Source: an optimization exercise on an open RTL-to-GDS flow (aim: small area, a short achievable clock period and few clock cycles per item). Production flows keep margins and buffers that such runs may drop.
In this exercise RTL edits were held to simulation tests only and were not proved equivalent to the original.
Power is estimated from default activity; no workload was simulated.

==> job 6449 <==
Design DT, start of the top module:
module DT(
        input                   clk,
        input                   reset,
        output reg              done,
        output reg              sti_rd,
        output reg [9:0]        sti_addr,
        input      [15:0]       sti_di,
        output reg              res_wr,
        output reg              res_rd,
        output reg [13:0]       res_addr,
        output reg [7:0]        res_do,
        input      [7:0]        res_di
        );
make LEC_CHECK=0 ABC_CLOCK_PERIOD_IN_PS=3000 CAP_MARGIN=20 CORE_MARGIN=2 CORE_UTILIZATION=40 SETUP_SLACK_MARGIN=4.5 SLEW_MARGIN=20 finish   # period 9.0 ns
run.sh (not shown) runs the stock make flow with config.mk's settings and CLKGATE_MAP_FILE= SYNTH_SCRIPT=/design/flow/synth_recipe.tcl, a recipe that flattens the netlist after the stock synthesis.
==> job 229: changes against job 6449 <==
--- a/flow/design.v
+++ b/flow/design.v
@@ -83,34 +83,39 @@
         wire compute = pready & ~res_rd & ~missf & ~(|missu);
         wire [1:0] tgta = missf ? 2'd3 : missu[0] ? 2'd0 : missu[1] ? 2'd1 : 2'd2;
         wire [6:0] rposa = (tgta == 2'd0) ? pm1 : (tgta == 2'd2) ? pp1 : p;
         wire rda = pready & (missf | (|missu));
         wire       nxc = |(rem & {oh[14:0], 1'b0});        
-        wire [2:0] vsh = nxc ? {1'b0, v[2], v[1]} : 3'b000;
+        wire [2:0] vsh = ~compute ? v : nxc ? {1'b0, v[2], v[1]} : 3'b000;
         wire [2:0] missub = {3{needub}} & ~vsh;
         wire [1:0] tgtb = needfb ? 2'd3 : missub[0] ? 2'd0 : missub[1] ? 2'd1 : 2'd2;
         wire [6:0] rposb = (tgtb == 2'd0) ? p2m1 : (tgtb == 2'd2) ? p2p1 : p2;
         wire rdb = pv2 & (needfb | (|missub));
-        wire rd_next = compute ? rdb : rda;
-        wire [1:0] tgt_next = compute ? tgtb : tgta;
-        wire [6:0] rpos = compute ? rposb : rposa;
+        wire adv = compute | (run & ~pv & pv2);
+        wire rd_next = adv ? rdb : rda;
+        wire [1:0] tgt_next = adv ? tgtb : tgta;
+        wire [6:0] rpos = adv ? rposb : rposa;
         wire [6:0] rrow = (tgt_next == 2'd3) ? r : ra;
         wire [6:0] rcol = bwd ? ~rpos : rpos;
         wire [6:0] pcol = bwd ? ~p : p;
         wire [6:0] lcol = bwd ? ~lastp : lastp;
-        wire [5:0] um0 = needu ? u0 : 6'h3F;
-        wire [5:0] um1 = needu ? u1 : 6'h3F;
-        wire [5:0] um2 = needu ? u2 : 6'h3F;
-        wire [5:0] fm1 = bwd ? fo - 6'd1 : 6'h3F;
-        wire [5:0] prev = res_do[5:0];
-        wire [5:0] a01 = (um0 < um1) ? um0 : um1;
-        wire [5:0] a2p = (um2 < prev) ? um2 : prev;
-        wire [5:0] a   = (a01 < a2p) ? a01 : a2p;
-        wire [5:0] af  = (a < fm1) ? a : fm1;
-        wire [5:0] m   = af + 6'd1;
-        wire [5:0] val = (bwd & bg) ? 6'd0 : t1 ? 6'd1 : m;
-                wire word_end = run & (compute ? ~pv2 : ~pv);
+        reg  [5:0] lm1;                   
+        wire [5:0] L   = res_do[5:0];
+        wire [5:0] Lp1 = L + 6'd1;
+        wire [5:0] u2p1 = u2 + 6'd1;
+        wire [5:0] fom1 = fo - 6'd1;
+        wire e   = needu & ((u0 == lm1) | (u1 == lm1));
+        wire yl  = needu & (e ? (u2 < lm1) : (u2 < L));
+        wire zx  = e ? (fo <= lm1) : (fo <= L);
+        wire zy  = (fo <= u2);
+        wire zl  = bwd & (yl ? zy : zx);
+        wire [5:0] vmin = zl ? fo : yl ? u2p1 : e ? L : Lp1;
+        wire [5:0] lmin = zl ? fom1 : yl ? u2 : e ? lm1 : L;
+        wire force0 = bwd & bg;
+        wire [5:0] val  = force0 ? 6'd0 : t1 ? 6'd1 : vmin;
+        wire [5:0] lval = (force0 | t1) ? 6'd0 : lmin;
+        wire word_end = run & (compute ? ~pv2 : ~pv & ~pv2);
         wire row_end  = word_end & (q == 3'd7);
         wire last_row = bwd ? (r == 7'd0) : (r == 7'd126);
         wire newpend = compute | pend;
         always @(posedge clk) begin
                 if (!reset) begin
@@ -142,15 +147,18 @@
                         end
                         v <= vn;
                         fv <= fvn;
                         if (compute) begin
                                 res_do <= {2'b00, val};
+                                lm1 <= lval;
                                 u0 <= u1;
                                 u1 <= u2;
                                 v <= (nxc | (oh[15] & ~pv2)) ? {1'b0, v[2], v[1]} : 3'b000;
                                 fv <= 1'b0;
                                 lastp <= p;
+                        end
+                        if (adv) begin
                                 cur <= oh2;
                                 rem <= rem & ~oh2;
                         end
                         res_rd <= rd_next;
                         rtgt <= tgt_next;
@@ -178,12 +186,12 @@
                                         st <= S_W1;
                                 end
                         end
                         S_W1: begin
                                 bcur <= di_scan;
-                                cur <= bwd ? 16'h0001 : (di_scan & (~di_scan + 16'd1));
-                                rem <= bwd ? 16'hFFFE : (di_scan & (di_scan - 16'd1));
+                                cur <= bwd ? 16'h0001 : 16'h0000;
+                                rem <= bwd ? 16'hFFFE : di_scan;
                                 if (!di_scan[0]) v <= 3'b000;
                                 sti_rd <= 1'b1;
                                 sti_addr <= {ra, bwd ? ~(q + 3'd1) : (q + 3'd1)};
                                 la_ok <= 1'b0;
                                 st <= S_RUN;
ABC_CLOCK_PERIOD_IN_PS = unset   (was 3000)
==> job 1134: changes against job 6449 <==
SETUP_SLACK_MARGIN = unset   (was 4.5)
==> run summary <==
metric	job 1134	job 6449	job 229
Outcome	timing/DRC/antenna clean	timing/DRC/antenna clean	timing/DRC/antenna clean
Die Footprint	0.0266 mm^2	0.0266 mm^2	0.0276 mm^2
Count of buffer and inverter cells on the critical path	3	3	1
Pin count of the biggest net entering global routing	48	51	34
Most numerous cell on the critical path	sky130_fd_sc_hd__a21oi_1	sky130_fd_sc_hd__nand4_1	-
Power spent charging and discharging nets	1.54 mW	1.80 mW	1.25 mW
Sequential cell area in the final layout	0.00419 mm^2	0.00419 mm^2	0.00439 mm^2
Slew at the pin closest to its max-slew limit	0.867 ns	1.06 ns	1.03 ns
Post-Place Setup Slack	0.686 ns	1.12 ns	4.43 ns
Standard-cell rows	58	58	59
CTS clock-pin slew for the worst setup and hold paths	0.07 ns	0.07 ns	0.08 ns
Avg WL per Cell	20.5 um	21.1 um	21.9 um
Power dissipated in combinational cells	1.68 mW	2.32 mW	1.13 mW
Launch point of the critical path	bcur[5]$_DFFE_PP_	acur[4]$_DFFE_PP_	rem[0]$_SDFFE_PN0P_
Register area share after synthesis	41.3%	41.3%	41.7%
Proportion of synthesized area in mux cells	4.31%	4.31%	4.21%
RSZ-0062 raised after global routing	false	true	false
Met1 Resource Use GR	32.0%	32.5%	31.1%
Fraction of power consumed by sequential logic	30.2%	25.3%	36.1%
Utilization after layout	46.1%	49.4%	46.3%
Number of sinks driven by the clock tree	161	161	168
Final worst-path cycle share	90.4%	77.9%	48.6%
Peak fanout along the critical path	16	7	14
Well-tap cell count	330	330	335
Routed WL	31.2 mm	33.0 mm	32.9 mm
Testbench counts of job 6449, summed over its fixed seeds: cycles 992,090, images 24.
Testbench counts of job 229, summed over its fixed seeds: cycles 1,003,161, images 24.
Testbench counts of job 1134, summed over its fixed seeds: cycles 992,090, images 24.


==> run a: inputs <==
==> flow/design.v <==
module DT(
        input                   clk,
        input                   reset,
        output reg              done,
        output reg              sti_rd,
        output reg [9:0]        sti_addr,
        input      [15:0]       sti_di,
        output reg              res_wr,
        output reg              res_rd,
        output reg [13:0]       res_addr,
        output reg [7:0]        res_do,
        input      [7:0]        res_di
        );
        localparam S_W0 = 2'd0, S_W1 = 2'd1, S_RUN = 2'd2, S_END = 2'd3;
        reg        bwd;           
        reg [1:0]  st;
        reg [6:0]  r, ra;         
        reg [2:0]  q;             
        reg [15:0] acur, bcur;    
        reg [1:0]  ah, bh;        
        reg        la, la_ok;     
        reg [15:0] cur, nxt;      
        reg        pvc, pvn;      
        reg [15:0] rem;           
        reg        c_t1, c_lt1, c_bg;    
        reg        n_t1, n_lt1, n_bg;    
        reg        n_adj;         
        reg [5:0]  u0, u1, u2;    
        reg [2:0]  v;
        reg [5:0]  fo;            
        reg        fv;
        reg [1:0]  rtgt;          
        reg        pend;          
        reg [6:0]  lastp;         
        reg [5:0]  lm1;           
        wire [15:0] di_rev;
        genvar gi;
        generate for (gi = 0; gi < 16; gi = gi + 1) begin : g_rev
                assign di_rev[gi] = sti_di[15-gi];
        end endgenerate
        wire [15:0] di_scan = bwd ? sti_di : di_rev;
        function [3:0] enc;
                input [15:0] x;
                begin
                        enc[0] = |(x & 16'hAAAA);
                        enc[1] = |(x & 16'hCCCC);
                        enc[2] = |(x & 16'hF0F0);
                        enc[3] = |(x & 16'hFF00);
                end
        endfunction
        wire [18:0] ea = {1'b1, acur, ah[1], ah[0]};
        wire [17:0] eb = {bcur, bh[1], bh[0]};
        wire [15:0] t1v, lt1v;
        generate for (gi = 0; gi < 16; gi = gi + 1) begin : g_fl
                assign t1v[gi]  = ~(eb[gi+1] & ea[gi+1] & ea[gi+2] & ea[gi+3]);
                assign lt1v[gi] = ~(eb[gi] & ea[gi] & ea[gi+1] & ea[gi+2]);
        end endgenerate
        wire [15:0] oh3  = rem & (~rem + 16'd1);
        wire        pv3  = |rem;
        wire        f3_t1  = |(t1v & oh3);
        wire        f3_lt1 = |(lt1v & oh3);
        wire        f3_bg  = ~|(bcur & oh3);
        wire run    = (st == S_RUN);
        wire pready = run & pvc & ~(cur[15] & ~la_ok);
        wire t1    = c_t1 | (cur[15] & ~la);
        wire needf = bwd & ~c_bg & ~t1;
        wire needu = bwd ? (needf & ~c_lt1) : (~t1 & ~c_lt1);
        wire t1n    = n_t1 | (nxt[15] & ~la);
        wire needfn = bwd & ~n_bg & ~t1n;
        wire needun = bwd ? (needfn & ~n_lt1) : (~t1n & ~n_lt1);
        wire [2:0]  qm = q - 3'd1;
        wire [2:0]  qp = q + 3'd1;
        wire [6:0]  p    = {q, enc(cur)};
        wire [6:0]  pm1  = {cur[0]  ? qm : q, enc({cur[0], cur[15:1]})};
        wire [6:0]  pp1  = {cur[15] ? qp : q, enc({cur[14:0], cur[15]})};
        wire [6:0]  p2   = {q, enc(nxt)};
        wire [6:0]  p2m1 = {nxt[0]  ? qm : q, enc({nxt[0], nxt[15:1]})};
        wire [6:0]  p2p1 = {nxt[15] ? qp : q, enc({nxt[14:0], nxt[15]})};
        wire [2:0] vn  = v | ({3{res_rd}} & {rtgt == 2'd2, rtgt == 2'd1, rtgt == 2'd0});
        wire       fvn = fv | (res_rd & (rtgt == 2'd3));
        wire missf  = needf & ~fvn;
        wire [2:0] missu = {3{needu}} & ~vn;
        wire compute = pready & ~res_rd & ~(needf & ~fv) & ~(needu & ~(&v));
        wire [1:0] tgta = missf ? 2'd3 : missu[0] ? 2'd0 : missu[1] ? 2'd1 : 2'd2;
        wire [6:0] rposa = (missu[0] & ~missf) ? pm1 : (missf | missu[1]) ? p : pp1;
        wire rda = pready & (missf | (|missu));
        wire adv = compute | (run & ~pvc & pvn);
        wire [2:0] vsh = ~compute ? v : n_adj ? {1'b0, v[2], v[1]} : 3'b000;
        wire [2:0] missub = {3{needun}} & ~vsh;
        wire [1:0] tgtb = needfn ? 2'd3 : missub[0] ? 2'd0 : missub[1] ? 2'd1 : 2'd2;
        wire [6:0] rposb = missub[0] & ~needfn ? p2m1 : (needfn | missub[1]) ? p2 : p2p1;
        wire rdb = pvn & (needfn | (|missub));
        wire rd_next = adv ? rdb : rda;
        wire [1:0] tgt_next = adv ? tgtb : tgta;
        wire [6:0] rpos = adv ? rposb : rposa;
        wire [6:0] rrow = (tgt_next == 2'd3) ? r : ra;
        wire [6:0] rcol = bwd ? ~rpos : rpos;
        wire [6:0] wpos = compute ? p : lastp;
        wire [6:0] wcol = bwd ? ~wpos : wpos;
        wire [5:0] L   = res_do[5:0];
        wire [5:0] Lp1 = L + 6'd1;
        wire [5:0] u2p1 = u2 + 6'd1;
        wire [5:0] fom1 = fo - 6'd1;
        wire e   = needu & ((u0 == lm1) | (u1 == lm1));
        wire yl  = needu & (e ? (u2 < lm1) : (u2 < L));
        wire zx  = e ? (fo <= lm1) : (fo <= L);
        wire zy  = (fo <= u2);
        wire zl  = bwd & (yl ? zy : zx);
        wire [5:0] vmin = zl ? fo : yl ? u2p1 : e ? L : Lp1;
        wire [5:0] lmin = zl ? fom1 : yl ? u2 : e ? lm1 : L;
        wire force0 = bwd & c_bg;
        wire [5:0] val  = force0 ? 6'd0 : t1 ? 6'd1 : vmin;
        wire [5:0] lval = (force0 | t1) ? 6'd0 : lmin;
        wire word_end = run & ~pvn & ~pv3 & (compute | ~pvc);
        wire row_end  = word_end & (q == 3'd7);
        wire last_row = bwd ? (r == 7'd0) : (r == 7'd126);
        wire newpend  = compute | pend;
        always @(posedge clk) begin
                if (!reset) begin
                        bwd <= 1'b0;
                        st <= S_W0;
                        r <= 7'd1;
                        ra <= 7'd0;
                        q <= 3'd0;
                        rem <= 16'd0;
                        pvc <= 1'b0;
                        pvn <= 1'b0;
                        ah <= 2'b00;
                        bh <= 2'b00;
                        la_ok <= 1'b0;
                        v <= 3'b000;
                        fv <= 1'b0;
                        pend <= 1'b0;
                        done <= 1'b0;
                        res_wr <= 1'b0;
                        res_rd <= 1'b0;
                        sti_rd <= 1'b0;
                end else begin
                        if (res_rd) begin
                                case (rtgt)
                                2'd0: u0 <= res_di[5:0];
                                2'd1: u1 <= res_di[5:0];
                                2'd2: u2 <= res_di[5:0];
                                default: fo <= res_di[5:0];
                                endcase
                        end
                        v <= vn;
                        fv <= fvn;
                        if (compute) begin
                                res_do <= {2'b00, val};
                                lm1 <= lval;
                                u0 <= u1;
                                u1 <= u2;
                                v <= (n_adj | (cur[15] & ~pvn)) ? {1'b0, v[2], v[1]} : 3'b000;
                                fv <= 1'b0;
                                lastp <= p;
                        end
                        if (adv) begin
                                cur <= nxt;
                                pvc <= pvn;
                                c_t1 <= n_t1;
                                c_lt1 <= n_lt1;
                                c_bg <= n_bg;
                        end
                        if (adv | ~pvn) begin
                                nxt <= oh3;
                                pvn <= pv3;
                                n_t1 <= f3_t1;
                                n_lt1 <= f3_lt1;
                                n_bg <= f3_bg;
                                n_adj <= adv & |(rem & {nxt[14:0], 1'b0});
                                rem <= rem & ~oh3;
                        end
                        res_rd <= rd_next;
                        rtgt <= tgt_next;
                        res_addr <= rd_next ? {rrow, rcol} : {r, wcol};
                        if (rd_next) begin
                                res_wr <= 1'b0;
                                pend <= newpend;
                        end else begin
                                res_wr <= newpend;
                                pend <= 1'b0;
                        end
                        sti_rd <= 1'b0;
                        case (st)
                        S_W0: begin
                                if (!sti_rd) begin
                                        sti_rd <= 1'b1;
                                        sti_addr <= {ra, bwd ? 3'd7 : 3'd0};
                                end else begin
                                        acur <= di_scan;
                                        sti_rd <= 1'b1;
                                        sti_addr <= {r, bwd ? 3'd7 : 3'd0};
                                        st <= S_W1;
                                end
                        end
                        S_W1: begin
                                bcur <= di_scan;
                                if (bwd) begin
                                        cur <= 16'h0001;
                                        nxt <= 16'h0002;
                                        pvc <= 1'b1;
                                        pvn <= 1'b1;
                                        rem <= 16'hFFFC;
                                        n_adj <= 1'b1;
                                        c_t1  <= ~(bh[1] & ah[1] & acur[0] & acur[1]);
                                        c_lt1 <= ~(bh[0] & ah[0] & ah[1] & acur[0]);
                                        c_bg  <= ~di_scan[0];
                                        n_t1  <= ~(di_scan[0] & acur[0] & acur[1] & acur[2]);
                                        n_lt1 <= ~(bh[1] & ah[1] & acur[0] & acur[1]);
                                        n_bg  <= ~di_scan[1];
                                end else begin
                                        pvc <= 1'b0;
                                        pvn <= 1'b0;
                                        rem <= di_scan;
                                        if (!di_scan[0]) v <= 3'b000;
                                end
                                sti_rd <= 1'b1;
                                sti_addr <= {ra, bwd ? ~(q + 3'd1) : (q + 3'd1)};
                                la_ok <= 1'b0;
                                st <= S_RUN;
                        end
                        S_RUN: begin
                                if (!la_ok) begin
                                        la <= di_scan[0];
                                        la_ok <= 1'b1;
                                end
                                if (word_end) begin
                                        la_ok <= 1'b0;
                                        ah <= acur[15:14];
                                        bh <= bcur[15:14];
                                        acur <= di_scan;
                                        if (!row_end) begin
                                                q <= q + 3'd1;
                                                sti_rd <= 1'b1;
                                                sti_addr <= {r, bwd ? ~(q + 3'd1) : (q + 3'd1)};
                                                st <= S_W1;
                                        end else begin
                                                q <= 3'd0;
                                                ah <= 2'b00;
                                                bh <= 2'b00;
                                                v <= 3'b000;
                                                if (last_row) begin
                                                        if (bwd) begin
                                                                st <= S_END;
                                                        end else begin
                                                                bwd <= 1'b1;
                                                                r <= 7'd127;
                                                                ra <= 7'd0;
                                                                sti_rd <= 1'b1;
                                                                sti_addr <= {7'd0, 3'd7};
                                                                st <= S_W0;
                                                        end
                                                end else begin
                                                        r <= bwd ? r - 7'd1 : r + 7'd1;
                                                        ra <= r;
                                                        sti_rd <= 1'b1;
                                                        sti_addr <= {r, bwd ? 3'd7 : 3'd0};
                                                        st <= S_W0;
                                                end
                                        end
                                end
                        end
                        S_END: begin
                                if (!newpend)
                                        done <= 1'b1;
                        end
                        endcase
                end
        end
endmodule
==> flow/run.sh <==
#!/bin/bash
# synth_recipe.tcl (not shown) runs the flow's synth.tcl, then flattens the netlist and writes it again
# the make line also repeats each setting of config.mk as NAME=value (left out here)
make -C /OpenROAD-flow-scripts/flow DESIGN_CONFIG=/design/flow/config.mk WORK_HOME=/design/flow/orfs CLKGATE_MAP_FILE= SYNTH_SCRIPT=/design/flow/synth_recipe.tcl finish
==> flow/config.mk <==
export PLATFORM = sky130hd
export DESIGN_NAME = DT
export DESIGN_NICKNAME = DT
export VERILOG_FILES = /design/flow/design.v
export SDC_FILE = /design/flow/constraint.sdc
export NUM_CORES = 4
export LEC_CHECK = 0
export CAP_MARGIN = 20
export CORE_MARGIN = 2
export CORE_UTILIZATION = 40
export SETUP_SLACK_MARGIN = 5
export SLEW_MARGIN = 20
export TNS_END_PERCENT = 100
==> flow/constraint.sdc <==
create_clock -name core_clock -period 9.0 [get_ports {clk}]
set_input_delay 1.8000 -clock core_clock [delete_from_list [all_inputs] [get_ports {clk}]]
set_output_delay 1.8000 -clock core_clock [all_outputs]
set_load 0.01 [all_outputs]
==> run b (differences from run a) <==
--- a/flow/config.mk
+++ b/flow/config.mk
@@ -9,4 +9,5 @@
 export CORE_MARGIN = 2
 export CORE_UTILIZATION = 40
+export CTS_BUF_LIST = sky130_fd_sc_hd__clkbuf_8
 export SETUP_SLACK_MARGIN = 5
 export SLEW_MARGIN = 20
==> qor summary <==
quantity                                                                   run b                     run a
Met2 routed WL                                                          13500 um                  13600 um
Wire length per cell after detailed routing                              18.6 um                   18.6 um
Via Count                                                                   8993                      8996
Initial DRT Pass Iterations                                                    5                         6
Fmax                                                                     269 MHz                   271 MHz
Area Growth Syn to Fin                                                     11.4%                     13.1%
Final setup margin                                                       5.29 ns                   5.31 ns
Master of the slowest instance on the critical path    sky130_fd_sc_hd__edfxtp_1  sky130_fd_sc_hd__o31ai_1
Power in combinational cells                                              763 uW                    764 uW
VDD IR max                                                            0.000129 V                0.000131 V
Clock skew after layout                                                0.0300 ns                 0.0183 ns
Cell internal power dissipation                                          1640 uW                   1800 uW
Non-Clock Buffer Area Fraction                                             5.38%                     5.30%
Result of the run                                       timing/DRC/antenna clean  timing/DRC/antenna clean
Total routed wire length on the met1 layer                              14000 um                  13900 um
Number of global-route vias before repair                                   8659                      8668
Leak Pwr                                                              0.00440 uW                0.00448 uW
Transition time at the pin with the least slew margin                    1.00 ns                  0.997 ns
Testbench counts of run a, summed over its fixed seeds: cycles 1,019,793, images 24.
Testbench counts of run b, summed over its fixed seeds: cycles 1,019,793, images 24.

-- port drivers added, routing unchanged --
How much do the figures lean on ideal ports? The routed layouts below were timed once more, with nothing changed but the port constraints. Step 1: set_driving_cell puts a clkbuf_16 on clk and a buf_2 on each other input, an assumption about the parent block. Step 2, shift: input delay + t, output delay - t, t = (earliest + latest rising clock arrival at the registers) / 2. This alone moves slack from input paths to output paths. Slacks: ideal ports / drivers / drivers and shift; pairs: ideal ports / drivers.
| run | t (ns) | setup slack, ns | slew at the worst register clock pin (ns) |
|---|---|---|---|
| job 6449 | 0.480 | 1.985 / 1.985 / 1.985 | 0.08 / 0.08 |
| job 229 | 0.479 | 4.622 / 4.622 / 4.622 | 0.08 / 0.08 |
| job 1134 | 0.478 | 0.864 / 0.864 / 0.864 | 0.07 / 0.07 |
| run a | 0.478 | 5.311 / 5.311 / 4.989 | 0.08 / 0.08 |
| run b | 0.511 | 5.289 / 5.289 / 5.002 | 0.13 / 0.13 |
After both steps every run listed still meets setup and hold. For run a, which loses most, drivers alone change the setup slack by 0.000 ns; drivers and shift together by -0.322 ns.
